What follows belongs to an exercise in optimizing a design on an open flow for small area; a production flow would make more cautious choices. Function was checked by simulation only, so behaviour that the tests miss may differ from the original. Power is estimated from default activity; no workload was simulated.

==> design/flow/config.mk <==
export PLATFORM = sky130hd
export DESIGN_NAME = tt_um_control_top
export DESIGN_NICKNAME = tt_um_control_top
export VERILOG_FILES = /design/flow/design.v
export SDC_FILE = /design/flow/constraint.sdc
export NUM_CORES = 4
export LEC_CHECK = 0
export CAP_MARGIN = 20
export CORE_MARGIN = 2
export CORE_UTILIZATION = 40
export SLEW_MARGIN = 20
==> design/flow/constraint.sdc <==
create_clock -name core_clock -period 10.0 [get_ports {clk}]
set_input_delay 2.0000 -clock core_clock [delete_from_list [all_inputs] [get_ports {clk}]]
set_output_delay 2.0000 -clock core_clock [all_outputs]
set_load 0.01 [all_outputs]
==> design/flow/design.v <==
`default_nettype none
module deserializer #(
    parameter ADDRW   = 24,
    parameter OPCODEW = 2
) (
    input  wire               clk,
    input  wire               rst_n,
    input  wire               spi_clk,
    input  wire               mosi,
    input  wire               cs_n,
    input  wire               aes_ready_in,
    input  wire               sha_ready_in,
    output reg                valid, 
    output reg  [OPCODEW-1:0] opcode,     
    output reg  [ADDRW-1:0]   key_addr,
    output reg  [ADDRW-1:0]   text_addr,
    output reg  [ADDRW-1:0]   dest_addr,
    output reg                valid_out
);
    localparam integer SHIFT_W = 1 + OPCODEW + (3 * ADDRW);
    localparam integer CW = $clog2(SHIFT_W + 1);
    localparam [CW-1:0] CNT_FULL = CW'(SHIFT_W) - 1;
    reg [1:0] r_clk;
    reg [1:0] r_cs_n;
    reg [1:0] r_mosi;    
    always @(posedge clk or negedge rst_n) begin
        if (!rst_n) begin        
            r_clk <= 2'b00;      
            r_cs_n <= 2'b11;     
            r_mosi <= 2'b00;
        end else begin
            r_clk <= {r_clk[0], spi_clk};
            r_cs_n <= {r_cs_n[0], cs_n};
            r_mosi <= {r_mosi[0], mosi};
        end
    end
    wire clk_posedge = (r_clk == 2'b01);   
    reg [CW-1:0] cnt;   
    reg [SHIFT_W-1:0] shift_reg;
    reg busy;   
    always @ (posedge clk or negedge rst_n) begin
        if (!rst_n) begin    
            cnt        <= {CW{1'b0}};
            shift_reg  <= {SHIFT_W{1'b0}};
            busy       <= 1'b0;
            valid      <= 1'b0;
            opcode     <= {OPCODEW{1'b0}};
            key_addr   <= {ADDRW{1'b0}};
            text_addr  <= {ADDRW{1'b0}};
            dest_addr  <= {ADDRW{1'b0}}; 
            valid_out  <= 1'b0;
        end else begin
            valid_out <= 1'b0;   
            if (~r_cs_n[1]) begin                      
                if (clk_posedge && !busy) begin
                    shift_reg <= {shift_reg[SHIFT_W-2:0], r_mosi[1]};
                    if (cnt == CNT_FULL) begin
                        busy <= 1'b1;                  
                        cnt  <= {CW{1'b0}};
                    end else begin
                        cnt <= cnt + 1'b1;             
                    end
                end
            end else begin
                if (!busy) begin
                    cnt       <= {CW{1'b0}};
                    shift_reg <= {SHIFT_W{1'b0}};
                end
            end
            if (shift_reg[3*ADDRW]) begin
                if (busy && sha_ready_in) begin
                    valid     <= shift_reg[SHIFT_W-1];
                    opcode    <= shift_reg[SHIFT_W-2 : 3*ADDRW];
                    key_addr  <= shift_reg[3*ADDRW-1 : 2*ADDRW]; 
                    text_addr <= shift_reg[2*ADDRW-1 : ADDRW];
                    dest_addr <= shift_reg[ADDRW-1 : 0];
                    valid_out <= 1'b1;   
                    busy      <= 1'b0;
                end
            end else begin
                if (busy && aes_ready_in) begin
                    valid     <= shift_reg[SHIFT_W-1];
                    opcode    <= shift_reg[SHIFT_W-2 : 3*ADDRW];
                    key_addr  <= shift_reg[3*ADDRW-1 : 2*ADDRW]; 
                    text_addr <= shift_reg[2*ADDRW-1 : ADDRW];
                    dest_addr <= shift_reg[ADDRW-1 : 0];
                    valid_out <= 1'b1;   
                    busy      <= 1'b0;
                end
            end
        end
    end
endmodule
module req_queue #(
    parameter ADDRW = 24,
    parameter OPCODEW = 2,
    parameter QDEPTH = 16
) (
    input wire clk,
    input wire rst_n,
    input wire valid_in,
    input wire ready_in_aes,
    input wire ready_in_sha,
    input wire [OPCODEW - 1:0] opcode,
    input wire [ADDRW - 1:0] key_addr,
    input wire [ADDRW - 1:0] text_addr,
    input wire [ADDRW - 1:0] dest_addr,
    output wire [3 * ADDRW + OPCODEW - 1:0] instr_aes,
    output wire valid_out_aes,
    output wire ready_out_aes,
    output wire [2 * ADDRW + OPCODEW - 1:0] instr_sha,
    output wire valid_out_sha,
    output wire ready_out_sha
);
    integer j, k;
    localparam integer SHA_INSTRW = 2 * ADDRW + OPCODEW;
    localparam integer AES_INSTRW = 3 * ADDRW + OPCODEW;
    localparam integer IDXW = (QDEPTH <= 1) ? 1 : $clog2(QDEPTH);
    localparam [IDXW - 1:0] LAST_IDX = IDXW'(QDEPTH - 1);
    reg [AES_INSTRW - 1:0] aesQueue [QDEPTH - 1:0];
    reg [IDXW - 1:0] aesReadIdx;
    reg [IDXW - 1:0] aesWriteIdx;
    reg aesFull;
    reg [SHA_INSTRW - 1:0] shaQueue [QDEPTH - 1:0];
    reg [IDXW - 1:0] shaReadIdx;
    reg [IDXW - 1:0] shaWriteIdx;
    reg shaFull;
    assign ready_out_aes = (aesReadIdx != aesWriteIdx || !aesFull) && rst_n;
    assign ready_out_sha = (shaReadIdx != shaWriteIdx || !shaFull) && rst_n;
    assign valid_out_aes = (aesReadIdx != aesWriteIdx || aesFull) && rst_n;
    assign valid_out_sha = (shaReadIdx != shaWriteIdx || shaFull) && rst_n;
    assign instr_aes = aesQueue[aesReadIdx];
    assign instr_sha = shaQueue[shaReadIdx];
    always @(posedge clk or negedge rst_n) begin 
        if (!rst_n) begin
            for (j = 0; j < QDEPTH; j = j + 1) aesQueue[j] <= {AES_INSTRW{1'b0}};
            aesReadIdx <= {IDXW{1'b0}};
            aesWriteIdx <= {IDXW{1'b0}};
            aesFull <= 0;
            for (k = 0; k < QDEPTH; k = k + 1) shaQueue[k] <= {SHA_INSTRW{1'b0}};
            shaReadIdx <= {IDXW{1'b0}};
            shaWriteIdx <= {IDXW{1'b0}};
            shaFull <= 0;
        end else begin
            if (valid_in) begin
                if (ready_out_aes) begin
                    if (opcode[0] == 0) begin
                        aesQueue[aesWriteIdx] <= {opcode, key_addr, text_addr, dest_addr};
                        if (aesWriteIdx == LAST_IDX) begin
                            if (aesReadIdx == {IDXW{1'b0}}) aesFull <= 1;
                            aesWriteIdx <= {IDXW{1'b0}};
                        end else begin
                            if (aesReadIdx == aesWriteIdx + 1) aesFull <= 1;
                            aesWriteIdx <= aesWriteIdx + 1;
                        end
                    end
                end
                if (ready_out_sha) begin
                    if (opcode[0] == 1) begin
                        shaQueue[shaWriteIdx] <= {opcode, text_addr, dest_addr};
                        if (shaWriteIdx == LAST_IDX) begin
                            if (shaReadIdx == {IDXW{1'b0}}) shaFull <= 1;
                            shaWriteIdx <= {IDXW{1'b0}};
                        end else begin
                            if (shaReadIdx == shaWriteIdx + 1) shaFull <= 1;
                            shaWriteIdx <= shaWriteIdx + 1;
                        end
                    end
                end
            end
            if (ready_in_aes && valid_out_aes) begin
                if (aesReadIdx == LAST_IDX) 
                    aesReadIdx <= {IDXW{1'b0}};
                else 
                    aesReadIdx <= aesReadIdx + 1;
                aesFull <= 0;
            end
            if (ready_in_sha && valid_out_sha) begin
                if (shaReadIdx == LAST_IDX) 
                    shaReadIdx <= {IDXW{1'b0}};
                else 
                    shaReadIdx <= shaReadIdx + 1;
                shaFull <= 0;
            end
        end
    end
endmodule
`default_nettype none
module aes_fsm #(
    parameter ADDRW = 24,
    parameter ACCEL_ID = 2'b10
)(
    input  wire              clk,
    input  wire              rst_n,
    input  wire              req_valid,
    input  wire [3*ADDRW+1:0] req_data,
    output reg               ready_req_out,      
    input wire               compq_ready_in,
    output reg [ADDRW-1:0]   compq_data_out,     
    output reg               valid_compq_out,    
    output reg               arb_req,
    input  wire              arb_grant,
    input  wire [2:0]        ack_in,
    output reg [ADDRW+7:0]   data_out
);
    localparam MEM_ID = 2'b00;
    localparam READY        = 4'b0000;
    localparam RDKEY        = 4'b0001;
    localparam WAIT_RDKEY   = 4'b0010;
    localparam RDTEXT       = 4'b0011;
    localparam WAIT_RDTXT   = 4'b0100;
    localparam HASHOP       = 4'b0101;
    localparam WAIT_HASHOP  = 4'b0110;
    localparam MEMWR        = 4'b0111;
    localparam WAIT_MEMWR   = 4'b1000;
    localparam COMPLETE     = 4'b1001;
    reg [3:0] state, next_state;
    reg [3*ADDRW+1:0] r_req_data;
    always @(posedge clk or negedge rst_n) begin
        if (!rst_n)
            state <= READY;
        else
            state <= next_state;
    end
    always @(*) begin
        next_state = state;
        case (state)
            READY: begin
                if (req_valid) next_state = RDKEY;
            end
            RDKEY: begin
                if (arb_grant) next_state = WAIT_RDKEY;
            end
            WAIT_RDKEY: begin
                if (ack_in == {1'b1, MEM_ID}) next_state = RDTEXT;
            end
            RDTEXT: begin
                if (arb_grant) next_state = WAIT_RDTXT;
            end
            WAIT_RDTXT: begin
                if (ack_in == {1'b1, MEM_ID}) next_state = HASHOP;
            end
            HASHOP: begin
                if (arb_grant) next_state = WAIT_HASHOP;
            end
            WAIT_HASHOP: begin
                if (ack_in == {1'b1, ACCEL_ID}) next_state = MEMWR;
            end
            MEMWR: begin
                if (arb_grant) next_state = WAIT_MEMWR;
            end
            WAIT_MEMWR: begin
                if (ack_in == {1'b1, MEM_ID}) next_state = COMPLETE;
            end
            COMPLETE: begin
                if (compq_ready_in) next_state = READY;
            end
            default: next_state = READY;
        endcase
    end
    always @(*) begin
        arb_req = 1'b0;
        ready_req_out = 1'b0;
        valid_compq_out = 1'b0;
        data_out = 'b0;
        compq_data_out = 'b0;
        case (state) 
            READY: begin
                ready_req_out = 1'b1;
            end
            RDKEY: begin
                arb_req = 1'b1;
                data_out = {r_req_data[3*ADDRW-1:2*ADDRW], 2'b00, ACCEL_ID, MEM_ID, 2'b00};
            end
            WAIT_RDKEY: begin
                data_out = {r_req_data[3*ADDRW-1:2*ADDRW], 2'b00, ACCEL_ID, MEM_ID, 2'b00};
            end
            RDTEXT: begin
                arb_req = 1'b1;
                data_out = {r_req_data[2*ADDRW-1:ADDRW], 2'b00, ACCEL_ID, MEM_ID, 2'b01};
            end
            WAIT_RDTXT: begin
                data_out = {r_req_data[2*ADDRW-1:ADDRW], 2'b00, ACCEL_ID, MEM_ID, 2'b01};
            end
            HASHOP: begin
                arb_req = 1'b1;
                data_out = {24'b0, r_req_data[3*ADDRW+1], 1'b0, ACCEL_ID, 4'b0011};
            end
            WAIT_HASHOP: begin
                data_out = {24'b0, r_req_data[3*ADDRW+1], 1'b0, ACCEL_ID, 4'b0011};
            end
            MEMWR: begin
                arb_req = 1'b1;
                data_out = {r_req_data[ADDRW-1:0], 2'b00, MEM_ID, ACCEL_ID, 2'b10};
            end
            WAIT_MEMWR: begin
                data_out = {r_req_data[ADDRW-1:0], 2'b00, MEM_ID, ACCEL_ID, 2'b10};
            end
            COMPLETE: begin
                compq_data_out = {r_req_data[ADDRW-1:0]};
                valid_compq_out = 1'b1;
            end
            default: begin
            end
        endcase
    end
    always @(posedge clk or negedge rst_n) begin
        if (!rst_n) begin
            r_req_data <= '0;
        end else if (req_valid && state == READY) begin
            r_req_data <= req_data;
        end
    end
endmodule
`default_nettype none
module sha_fsm #(
    parameter ADDRW = 24,
    parameter ACCEL_ID = 2'b01
)(
    input  wire              clk,
    input  wire              rst_n,
    input  wire              req_valid,
    input  wire [2*ADDRW+1:0] req_data,
    output reg               ready_req_out,      
    input wire               compq_ready_in,
    output reg [ADDRW-1:0]   compq_data_out,     
    output reg               valid_compq_out,    
    output reg               arb_req,
    input  wire              arb_grant,
    input  wire [2:0]        ack_in,
    output reg [ADDRW+7:0]   data_out
);
    localparam MEM_ID = 2'b00;
    localparam READY        = 4'b0000;
    localparam RDTEXT       = 4'b0001;
    localparam WAIT_RDTXT   = 4'b0010;
    localparam HASHOP       = 4'b0011;
    localparam WAIT_HASHOP  = 4'b0100;
    localparam MEMWR        = 4'b0101;
    localparam WAIT_MEMWR   = 4'b0110;
    localparam COMPLETE     = 4'b0111;
    reg [3:0] state, next_state;
    reg [2*ADDRW+1:0] r_req_data;
    always @(posedge clk or negedge rst_n) begin
        if (!rst_n)
            state <= READY;
        else
            state <= next_state;
    end
    always @(*) begin
        next_state = state;
        case (state)
            READY: begin
                if (req_valid) next_state = RDTEXT;
            end
            RDTEXT: begin
                if (arb_grant) next_state = WAIT_RDTXT;
            end
            WAIT_RDTXT: begin
                if (ack_in == {1'b1, MEM_ID}) next_state = HASHOP;
            end
            HASHOP: begin
                if (arb_grant) next_state = WAIT_HASHOP;
            end
            WAIT_HASHOP: begin
                if (ack_in == {1'b1, ACCEL_ID}) next_state = MEMWR;
            end
            MEMWR: begin
                if (arb_grant) next_state = WAIT_MEMWR;
            end
            WAIT_MEMWR: begin
                if (ack_in == {1'b1, MEM_ID}) next_state = COMPLETE;
            end
            COMPLETE: begin
                if (compq_ready_in) next_state = READY;
            end
            default: next_state = READY;
        endcase
    end
    always @(*) begin
        arb_req = 1'b0;
        ready_req_out = 1'b0;
        valid_compq_out = 1'b0;
        data_out = 'b0;
        compq_data_out = 'b0;
        case (state) 
            READY: begin
                ready_req_out = 1'b1;
            end
            RDTEXT: begin
                arb_req = 1'b1;
                data_out = {r_req_data[2*ADDRW-1:ADDRW], 2'b00, ACCEL_ID, MEM_ID, 2'b01};
            end
            WAIT_RDTXT: begin
                data_out = {r_req_data[2*ADDRW-1:ADDRW], 2'b00, ACCEL_ID, MEM_ID, 2'b01};
            end
            HASHOP: begin
                arb_req = 1'b1;
                data_out = {24'b0, r_req_data[2*ADDRW+1], 1'b0, ACCEL_ID, 4'b0011};
            end
            WAIT_HASHOP: begin
                data_out = {24'b0, r_req_data[2*ADDRW+1], 1'b0, ACCEL_ID, 4'b0011};
            end
            MEMWR: begin
                arb_req = 1'b1;
                data_out = {r_req_data[ADDRW-1:0], 2'b00, MEM_ID, ACCEL_ID, 2'b10};
            end
            WAIT_MEMWR: begin
                data_out = {r_req_data[ADDRW-1:0], 2'b00, MEM_ID, ACCEL_ID, 2'b10};
            end
            COMPLETE: begin
                compq_data_out = {r_req_data[ADDRW-1:0]};
                valid_compq_out = 1'b1;
            end
            default: begin
            end
        endcase
    end
    always @(posedge clk or negedge rst_n) begin
        if (!rst_n) begin
            r_req_data <= '0;
        end else if (req_valid && state == READY) begin
            r_req_data <= req_data;
        end
    end
endmodule
`default_nettype none
module bus_arbiter #(
    parameter ADDRW = 24
    ) (
    input wire clk,
    input wire rst_n,
    input wire sha_req,
    input wire aes_req,
    input wire [ADDRW+7:0] sha_data_in,
    input wire [ADDRW+7:0] aes_data_in,
    input wire bus_ready,
    output reg [7:0] data_out,
    output reg valid_out, 
    output wire aes_grant,
    output wire sha_grant,
    output wire [1:0] curr_mode_top,
    output wire [1:0] counter_top
);
localparam AES = 2'b01;
localparam SHA = 2'b10;
reg last_serviced;  
reg [1:0] curr_mode;  
reg [1:0] counter;
assign curr_mode_top = curr_mode;
assign counter_top = counter;
always @(*) begin
    if (counter == 2'b00) begin
        if (curr_mode == AES) begin
            data_out = aes_data_in[7:0];
            valid_out = 1'b1;
        end else if (curr_mode == SHA) begin
            data_out = sha_data_in[7:0];
            valid_out = 1'b1;
        end else begin
            data_out = 8'b0;  
            valid_out = 1'b0;
        end
    end else if (counter == 2'b01) begin
        if (curr_mode == AES) begin
            data_out = aes_data_in[15:8];
            valid_out = 1'b1;
        end else if (curr_mode == SHA) begin
            data_out = sha_data_in[15:8];
            valid_out = 1'b1;
        end else begin
            data_out = 8'b0;  
            valid_out = 1'b0;
        end
    end else if (counter == 2'b10) begin
        if (curr_mode == AES) begin
            data_out = aes_data_in[23:16];
            valid_out = 1'b1;
        end else if (curr_mode == SHA) begin
            data_out = sha_data_in[23:16];
            valid_out = 1'b1;
        end else begin
            data_out = 8'b0;  
            valid_out = 1'b0;
        end
    end else begin
        if (curr_mode == AES) begin
            data_out = aes_data_in[31:24];
            valid_out = 1'b1;
        end else if (curr_mode == SHA) begin
            data_out = sha_data_in[31:24];
            valid_out = 1'b1;
        end else begin
            data_out = 8'b0;  
            valid_out = 1'b0;
        end
    end
end
always @(posedge clk or negedge rst_n) begin
    if (!rst_n) begin
        last_serviced <= 1'b0;
        curr_mode <= 2'b00;
        counter <= 2'b00;
    end else begin
        if (curr_mode != 2'b00) begin
            if (bus_ready) counter <= counter + 1;
        end else begin
            if (sha_req && aes_req) begin 
                curr_mode <= last_serviced ? 2'b10 : 2'b01;
            end else if (aes_req) begin 
                curr_mode <= 2'b01;
            end else if (sha_req) begin
                curr_mode <= 2'b10;
            end else begin
                curr_mode <= 2'b00;
                counter <= 2'b00;
            end
        end
        if (counter == 2'b11 && bus_ready) begin
            if (curr_mode == AES) curr_mode <= (sha_req) ? SHA : 2'b00;
            else if (curr_mode == SHA) curr_mode <= (aes_req) ? AES : 2'b00;
        end
        if (curr_mode == AES) last_serviced <= 1'b1;
        else if (curr_mode == SHA) last_serviced <= 1'b0;
    end
end
assign aes_grant = (curr_mode == AES);
assign sha_grant = (curr_mode == SHA);
endmodule
module comp_queue #(
    parameter ADDRW  = 24,
    parameter QDEPTH = 32
)(
    input  wire clk,
    input  wire rst_n,
    input  wire                 valid_in_aes,
    input  wire                 valid_in_sha,
    input  wire [ADDRW-1:0]     dest_addr_aes,
    input  wire [ADDRW-1:0]     dest_addr_sha,
    output reg                  ready_out_aes,
    output reg                  ready_out_sha,
    output reg [ADDRW-1:0]      data_out,
    output reg                  valid_out,
    input  wire                 ready_in
);
    reg [ADDRW-1:0] mem [0:QDEPTH-1];
    localparam integer IDXW = (QDEPTH <= 1) ? 1 : $clog2(QDEPTH);
    localparam integer COUNTW = (QDEPTH <= 1) ? 1 : $clog2(QDEPTH + 1);
    localparam [IDXW-1:0] LAST_IDX = IDXW'(QDEPTH - 1);
    localparam [COUNTW-1:0] COUNT_MAX = QDEPTH;
    function [IDXW-1:0] increment_ptr;
        input [IDXW-1:0] val;
        increment_ptr = (val == LAST_IDX) ? {IDXW{1'b0}} : val + 1'b1;
    endfunction
    reg [IDXW-1:0] head, tail;
    reg [COUNTW-1:0] count;
    wire full  = (count == COUNT_MAX);
    wire empty = (count == {COUNTW{1'b0}});  
    reg rr_select;
    wire both_valid = valid_in_aes && valid_in_sha;
    wire aes_sel = (both_valid && !rr_select) || (valid_in_aes && !valid_in_sha);
    wire sha_sel = (both_valid && rr_select)  || (valid_in_sha && !valid_in_aes);
    wire enq_valid = (aes_sel && valid_in_aes) || (sha_sel && valid_in_sha);
    wire [ADDRW-1:0] enq_data =
        aes_sel ? dest_addr_aes :
        sha_sel ? dest_addr_sha :
        {ADDRW{1'b0}};
    wire enq_ready = !full;
    always @(*) begin
        ready_out_aes = !full && aes_sel;
        ready_out_sha = !full && sha_sel;
    end
    wire do_enq = enq_valid && enq_ready;
    wire do_deq = valid_out && ready_in;
    always @(posedge clk or negedge rst_n) begin
        if (!rst_n) begin
            head <= {IDXW{1'b0}};
            tail <= {IDXW{1'b0}};
            count <= {COUNTW{1'b0}};
            rr_select <= 0;
            valid_out <= 0;
            data_out <= 0;
        end else begin
            if (do_enq) begin
                mem[tail] <= enq_data;
                tail <= increment_ptr(tail);
            end
            if (both_valid)
                rr_select <= ~rr_select;
            if (!empty && !valid_out) begin
                data_out <= mem[head];
                valid_out <= 1;
            end
            if (do_deq) begin
                head <= increment_ptr(head);
                valid_out <= 0;
            end
            if (do_enq && do_deq)
                count <= count;
            else if (do_enq)
                count <= count + 1;
            else if (do_deq)
                count <= count - 1;
        end
    end
endmodule
module serializer #(
    parameter ADDRW = 24
) (
    input wire clk,
    input wire rst_n,       
    input wire n_cs,         
    input wire spi_clk,
    input wire valid_in,
    input wire [ADDRW-1:0]      addr,
    output reg  miso,
    output wire ready_out,
    output reg  err           
);
    localparam integer SHIFT_W  = ADDRW + 1;  
    localparam integer CW = (SHIFT_W <= 1) ? 1 : $clog2(SHIFT_W + 1);
    localparam [CW-1:0] CNT_INIT = CW'(SHIFT_W - 1);
    reg [CW-1:0] cnt;                                
    reg [SHIFT_W-1:0] PISOreg;                       
    reg [1:0] clkstat;                               
    wire negedgeSPI = (clkstat == 2'b10);            
    reg [1:0] sync_n_cs;                        
    reg [1:0] hist;                             
    reg valid_ncs;                              
    reg idle;                                   
    assign ready_out = idle && ~valid_ncs && negedgeSPI;
    always @(posedge clk or negedge rst_n) begin 
        if (!rst_n) begin
            clkstat <=0;
        end else begin
            clkstat <= {clkstat[0], spi_clk};
        end
    end
    always @(posedge clk or negedge rst_n) begin
        if (!rst_n) begin
            sync_n_cs <= 2'b11;                      
        end else begin
            sync_n_cs <= {sync_n_cs[0], n_cs};       
        end
    end
    always@(posedge clk or negedge rst_n) begin 
        if (!rst_n) begin  
            hist            <= 2'b11;
            valid_ncs       <= 1'b1;                       
        end else begin
            if (negedgeSPI) begin
                hist <= {hist[0], sync_n_cs[1]};           
                if (hist[1] == hist[0]) begin
                    valid_ncs <= hist[1]; 
                end
            end
        end
    end
    always @(posedge clk or negedge rst_n) begin
        if (!rst_n) begin 
            idle        <= 1;
            cnt         <= CNT_INIT;
            PISOreg     <= 0;
            miso        <= 1'b0;
            err         <= 1'b0;
        end
        else if (~valid_ncs) begin
            if (valid_in && idle && negedgeSPI) begin
                PISOreg     <= {1'b1 , addr};
                idle        <= 0;
                cnt         <= CNT_INIT;
                miso        <= 1'b1;
            end else if (negedgeSPI && !idle) begin
                miso        <= PISOreg[SHIFT_W-1];
                PISOreg     <= {PISOreg[SHIFT_W-2:0], 1'b0};
                if (cnt != 1) begin
                    cnt <= cnt - 1;
                end else begin 
                    idle <= 1;
                end
            end
        end else if (valid_ncs && !idle) begin  
            err         <= 1'b1;
            idle        <= 1;
            cnt         <= CNT_INIT;
            PISOreg     <= 0;
            miso        <= 1'b0;
        end else begin
            err <= 1'b0;
        end
    end
endmodule
`default_nettype none
module tt_um_control_top #(
  parameter ADDRW = 24,
  parameter OPCODEW = 2,
  parameter REQ_QDEPTH = 4,
  parameter COMP_QDEPTH = 4
  ) (
    input  wire       ena,       
    input  wire       clk,       
    input  wire       rst_n,     
    input  wire [7:0] ui_in, 
    output wire [7:0] uo_out, 
    input  wire [7:0] uio_in,     
    output wire [7:0] uio_out, 
    output wire [7:0] uio_oe      
);
  wire [7:0] in_bus = ui_in | uio_in;
  wire mosi = in_bus[0];
  wire spi_clk = in_bus[1];
  wire cs_n = in_bus[2];
  wire bus_ready = in_bus[3];
  wire [2:0] ack_in = in_bus[6:4];   
  wire miso;
  wire [7:0] data_bus_out;
  wire data_bus_valid;
  wire [7:0] out_bus;
  assign out_bus[0] = miso;
  assign out_bus[6:1] = data_bus_out[6:1];
  assign out_bus[7] = data_bus_valid;
  assign uio_out = out_bus;
  assign uo_out = out_bus;
  assign uio_oe = 8'b0 & {8{&{1'b0, ena, in_bus[7], data_bus_out[7], data_bus_out[0], 
                              valid, serializer_err, curr_mode_top, counter_top}}};
  localparam AES_INSTRW = 3*ADDRW + OPCODEW;
  localparam SHA_INSTRW = 2*ADDRW + OPCODEW;
  wire valid;
  wire [OPCODEW-1:0] opcode;
  wire [ADDRW-1:0] key_addr;
  wire [ADDRW-1:0] text_addr;
  wire [ADDRW-1:0] dest_addr;
  wire req_q_valid;
  deserializer #(.ADDRW(ADDRW), .OPCODEW(OPCODEW)) 
  deserializer_inst(.clk(clk), .rst_n(rst_n), .spi_clk(spi_clk), .mosi(mosi), .cs_n(cs_n), 
                    .aes_ready_in(aes_queue_ready), .sha_ready_in(sha_queue_ready), 
                    .valid(valid), .opcode(opcode), .key_addr(key_addr), .text_addr(text_addr), 
                    .dest_addr(dest_addr), .valid_out(req_q_valid));
  wire aes_fsm_ready, sha_fsm_ready;
  wire [AES_INSTRW-1:0] instr_aes;
  wire [SHA_INSTRW-1:0] instr_sha;
  wire valid_out_aes, valid_out_sha;
  wire aes_queue_ready, sha_queue_ready;
  req_queue #(.ADDRW(ADDRW), .OPCODEW(OPCODEW), .QDEPTH(REQ_QDEPTH)) 
  req_queue_inst(.clk(clk), .rst_n(rst_n), .valid_in(req_q_valid), .ready_in_aes(aes_fsm_ready), 
                 .ready_in_sha(sha_fsm_ready), .opcode(opcode), .key_addr(key_addr), .text_addr(text_addr), 
                 .dest_addr(dest_addr), .instr_aes(instr_aes), .valid_out_aes(valid_out_aes), 
                 .ready_out_aes(aes_queue_ready), .instr_sha(instr_sha), .valid_out_sha(valid_out_sha), 
                 .ready_out_sha(sha_queue_ready));
  wire compq_ready_aes, compq_ready_sha;
  wire [ADDRW-1:0] compq_aes_data, compq_sha_data;
  wire compq_aes_valid, compq_sha_valid;
  aes_fsm #(.ADDRW(ADDRW)) aes_fsm_inst (.clk(clk), .rst_n(rst_n), .req_valid(valid_out_aes), 
                                         .req_data(instr_aes), .ready_req_out(aes_fsm_ready), 
                                         .compq_ready_in(compq_ready_aes), .compq_data_out(compq_aes_data), 
                                         .valid_compq_out(compq_aes_valid), .arb_req(aes_arb_req), 
                                         .arb_grant(aes_arb_grant), .ack_in(ack_in), .data_out(aes_fsm_data));
  sha_fsm #(.ADDRW(ADDRW)) sha_fsm_inst (.clk(clk), .rst_n(rst_n), .req_valid(valid_out_sha), .req_data(instr_sha), 
                                         .ready_req_out(sha_fsm_ready), .compq_ready_in(compq_ready_sha), 
                                         .compq_data_out(compq_sha_data), .valid_compq_out(compq_sha_valid), 
                                         .arb_req(sha_arb_req), .arb_grant(sha_arb_grant), .ack_in(ack_in), 
                                         .data_out(sha_fsm_data));
  wire aes_arb_req, sha_arb_req;
  wire [ADDRW+7:0] aes_fsm_data, sha_fsm_data;
  wire aes_arb_grant, sha_arb_grant;
  wire [1:0] curr_mode_top;
  wire [1:0] counter_top;
  bus_arbiter #(.ADDRW(ADDRW)) 
  bus_arbiter_inst (.clk(clk), .rst_n(rst_n), .sha_req(sha_arb_req), .aes_req(aes_arb_req), .sha_data_in(sha_fsm_data), 
                    .aes_data_in(aes_fsm_data), .bus_ready(bus_ready), .data_out(data_bus_out), .valid_out(data_bus_valid), 
                    .aes_grant(aes_arb_grant), .sha_grant(sha_arb_grant), .curr_mode_top(curr_mode_top), .counter_top(counter_top));
  wire [ADDRW-1:0] compq_data;
  wire compq_valid_out;
  wire compq_ready_in;
  comp_queue #(.ADDRW(ADDRW), .QDEPTH(COMP_QDEPTH)) 
  comp_queue_inst (.clk(clk), .rst_n(rst_n), .valid_in_aes(compq_aes_valid), .valid_in_sha(compq_sha_valid), 
                   .dest_addr_aes(compq_aes_data), .dest_addr_sha(compq_sha_data), .ready_out_aes(compq_ready_aes), 
                   .ready_out_sha(compq_ready_sha), .data_out(compq_data), .valid_out(compq_valid_out), .ready_in(compq_ready_in));
  wire serializer_err;
  serializer #(.ADDRW(ADDRW)) 
  serializer_inst(.clk(clk), .rst_n(rst_n), .n_cs(cs_n), .spi_clk(spi_clk), .valid_in(compq_valid_out), .addr(compq_data), 
                  .miso(miso), .ready_out(compq_ready_in), .err(serializer_err));
endmodule
==> design/flow/run.sh <==
#!/bin/bash
# synth_recipe.tcl (not shown) runs the flow's synth.tcl, then flattens the netlist and writes it again
# the make line also repeats each setting of config.mk as NAME=value (left out here)
make -C /OpenROAD-flow-scripts/flow DESIGN_CONFIG=/design/flow/config.mk WORK_HOME=/design/flow/orfs CLKGATE_MAP_FILE= SYNTH_SCRIPT=/design/flow/synth_recipe.tcl finish
==> summary.md <==
| Metric | Value |
|---|---|
| Drt drc | 0 |
| Layout filler cell count | 8051 |
| Sw frac | 0.326 |
| Clock share of power | 0.362 |
| Relative slew margins | 0.246 |
| Drt first-iter violations | 2308 |
| Comb pwr share | 0.210 |
| Slew Viols, Final | 0 |
| Largest registers | req_queue_inst.aesQueue (240), req_queue_inst.shaQueue (168), comp_queue_inst.mem (96) |
| Hold Path End | deserializer_inst.r_mosi[1]$_DFF_PN0_ |
| Vias per cell | 5.72 |
| Htree depth | 3 |
| Post-synth EDFFs | 96 |
| P_int | 6.29 mW |
| CTS-repair resized insts | 0 |
| Flop-to-flop setup slack | 6.38 ns |
| Worst r2r path cells | 6 |
| Nets | 2853 |
| Most used DFF post-synth | dfrtp_1 |
| Vias in the first global route | 23612 |
| Netlist cell types | 73 |
| Worst path top cell family by delay | compound AO/OA/AOI/OAI gates |
| Layout area overhead | 11.5% |
| Die width | 305 µm |
| CP most frequent cell | a211oi_1 |
| GPL Wtd Cong | 0.875 |
| Final WL | 92.0 mm |
| Number of buffers created by CTS | 89 |
| RR Startpoint | aes_fsm_inst.state[0]$_DFFE_PN0P_ |
| Outcome | timing/DRC/antenna clean |
| Largest Register | req_queue_inst.aesQueue |
| Fmax | 158 MHz |
| Row Count | 110 |
| Worst EP arrival | 4.34 ns |
| Die height | 305 µm |
| Dpl hpwl | 52.9 mm |
| Critical Path RT | 8.00 ns |
| Crit path cell chain | xor2_1 > a32oi_1 > o211ai_1 > a211oi_1 > a211oi_1 > clkdlybuf4s50_1 |
| Core ar. | 89700 µm² |
| Setup ws final | 3.66 ns |
| TNS Setup | 0 ns |
| TritonCTS clock tree | built |
| Max cap viols | 0 |
| Pre-CTS setup slack | 4.39 ns |
| Clock Pin Slew Worst Setup and Hold Paths | 0.06 ns |
| Pwr Total | 9.33 mW |
| Clock Skew | 0.0197 ns |
| Crit path max-delay cell type | xor2_1 |
| Synth warn | 10 |
| Total iterations of the first detailed-routing run | 6 |
| N_diodes | 0 |
| PortBufs | 31 |
| Hold path cells | 0 |
| HP Class | reg2reg |
| Fin crit share | 0.634 |
| Count of final hold-check violations | 0 |
| Max FO, Critical Path | 23 |
| DR vias | 23164 |
| #FFs+latches synth | 845 |
| Initial antenna violation count | 0 |
| Post-DRT Antenna Nets | 0 |
| Clock sinks | 845 |
| # hold bufs at CTS | 0 |
| Final setup fails | 0 |
| Final core occ | 0.449 |
| GRT Total Usage | 0.198 |
| Critical path endpoint category | primary output |
| Register area share after synthesis | 0.599 |
| Unrepaired setup endpoints after global routing | no |
| Layout cell share with drive strength beyond 1 | 0.248 |
| Deepest clock path buffer count | 3 |
| Num ports | 43 |
| Net load switching power | 3.04 mW |
| Flop pwr share | 0.428 |
| Synth Instances | 2850 |
| Minimum clock period | 6.34 ns |
| Initial Util | 0.403 |
| Cell leakage power | 18.5 nW |
| WP buf/inv | 1 |
| Mapped Area | 36100 µm² |
| Number of flip-flops under the largest register name | 240 |
| Clock Latency Late Sink | 0.65 ns |
| Post-CTS setup buffers | 0 |
| First-pass GRT wire length | 143 mm |
| Worst-margin pin slew | 1.13 ns |
| Power Dens Cells | 232 nW/µm² |
| Max incr delay on CP | 0.92 ns |
| Worst vdd ir | 0.000149 V |
| Mean Syn Cell Area | 12.7 µm² |
| Root buffer cell | clkbuf_16 |
| Crit path kind | reg2out |
| Largest net degree at the start of global routing | 199 |
| Die ar. | 92800 µm² |
| Total grt overflow | 0 |
| Wire per inst | 22.7 µm |
| R2R Path End | comp_queue_inst.mem[3][16]$_DFFE_PP_ |
| Startpoint Class | flip-flop |
| Post-synthesis async set-or-reset flop share | 0.886 |
| Min-Delay Startpoint | deserializer_inst.r_mosi[0]$_DFF_PN0_ |
routing by layer:
layer / track usage / routed length [µm] / vias up / part of all wire
li1: - / - / 10341 / -
met1: 0.272 / 40600 / 12015 / 0.44
met2: 0.323 / 43900 / 667 / 0.48
met3: 0.0259 / 4840 / 141 / 0.053
met4: 0.0714 / 2650 / 0 / 0.029
met5: 0 / 0 / - / 0
placed cells by master (no fill, tap or decap), types with 8 or more instances in the layout:
cell type and n:
a22o_1 75, and3_1 12, mux2_2 475, xor2_1 11
nor2_1 164, clkdlybuf4s50_1 30, buf_4 38, nand2_1 233
a222oi_1 126, ha_1 25, inv_1 47, clkbuf_8 16
conb_1 8, clkinv_1 8, dfstp_2 8, nand2_4 8
a21oi_1 146, o21ai_0 215, nand3_1 17, clkbuf_1 14
xnor2_1 11, dfrtp_1 741, clkbuf_16 92, edfxtp_1 96
mux2i_1 38, o211ai_1 14, ha_2 9, clkinv_2 16
synth_stat cells (11+ instances only):
cell,count,area (µm²)
xnor2_1,11,96.3
mux2i_1,38,380
ha_1,35,438
mux2_2,475,5350
a21oi_1,147,736
clkbuf_1,134,503
nand3_1,17,85.1
nor2_1,164,616
nand2_1,237,890
o211ai_1,14,105
clkbuf_8,24,330
a22o_1,75,657
inv_1,47,176
dfrtp_1,741,18500
xor2_1,11,96.3
o21ai_0,215,1080
a222oi_1,126,1260
edfxtp_1,96,2880
buf_4,18,135
and3_1,12,75.1
buf_2,36,180
power by group through the flow:
stage / registers, mW / clock network [mW] / logic [mW]
6_report: 3.99 / 3.37 / 1.96
5_1_grt: 4.02 / 3.60 / 2.12
4_1_cts: 3.99 / 3.44 / 1.94
3_5_place_dp: 4.05 / 0 / 1.94
3_3_place_gp: 4.03 / 0 / 1.90
2_1_floorplan: 3.91 / 0 / 1.31
logic make-up after synthesis:
kind of cell | count (synthesis) | synth area share
flops | 845 | 0.599
mux | 518 | 0.162
compound gates | 652 | 0.123
fa+ha+maj | 36 | 0.0127
buf+inv | 270 | 0.0378
simple gates | 506 | 0.0611
xor+xnor | 22 | 0.00533
other cells | 1 | 0.000104
worst max path at each step:
stage | cells after the start | start | end
2_1_floorplan | 7 | sha_fsm_inst.state[2]$_DFFE_PN0P_ | uo_out[3]
3_3_place_gp | 6 | sha_fsm_inst.state[2]$_DFFE_PN0P_ | uo_out[3]
3_5_place_dp | 6 | sha_fsm_inst.state[2]$_DFFE_PN0P_ | uo_out[3]
4_1_cts | 6 | sha_fsm_inst.state[2]$_DFFE_PN0P_ | uo_out[3]
5_1_grt | 6 | aes_fsm_inst.state[0]$_DFFE_PN0P_ | uo_out[2]
6_report | 6 | aes_fsm_inst.state[1]$_DFFE_PN0P_ | uo_out[2]
layout make-up:
cell class | count | area, µm² | share of cell area
Sequential cell | 845 | 21600 | 0.537
Timing Repair Buffer | 72 | 676 | 0.0168
Inverter | 48 | 180 | 0.00447
Multi-Input combinational cell | 1742 | 13300 | 0.330
Clock buffer | 122 | 2570 | 0.0639
Clock inverter | 42 | 448 | 0.0111
Tap cell | 1176 | 1470 | 0.0365
per-stage QoR:
stage | std cells | instance area, µm² | hold slack [ns]
after floorplan | 2857 | 36200 | 0.331
after detailed placement | 3881 | 37200 | 0.340
after CTS | 4045 | 40200 | 0.353
after global placement | 3881 | 37200 | 0.338
after global routing | 4047 | 40300 | 0.362
final | 4047 | 40300 | 0.351

==> port drivers added, routing unchanged <==
No port has a modelled driver above. Below, the same layout with a new extraction and two added sets of constraints.
Step 1 assumes that a clkbuf_16 drives the clock port and a buf_2 every other input.
Step 2 also shifts input and output timing later by t, the mid clock arrival at the registers, as if the neighbouring blocks saw the same clock.
a / b / c = ideal ports / drivers / drivers and shift; a / b = the first two.
t (ns): 0.708
setup slack, ns: 3.664 / 3.595 / 4.303
hold slack, ns: 0.351 / 0.351 / 0.351
latest minus earliest clock arrival (ns): 0.022 / 0.022
cell pins on the clock port's net: 1
After both steps this run still meets setup and hold. For this run, drivers alone change the setup slack by -0.069 ns; drivers and shift together by +0.639 ns.
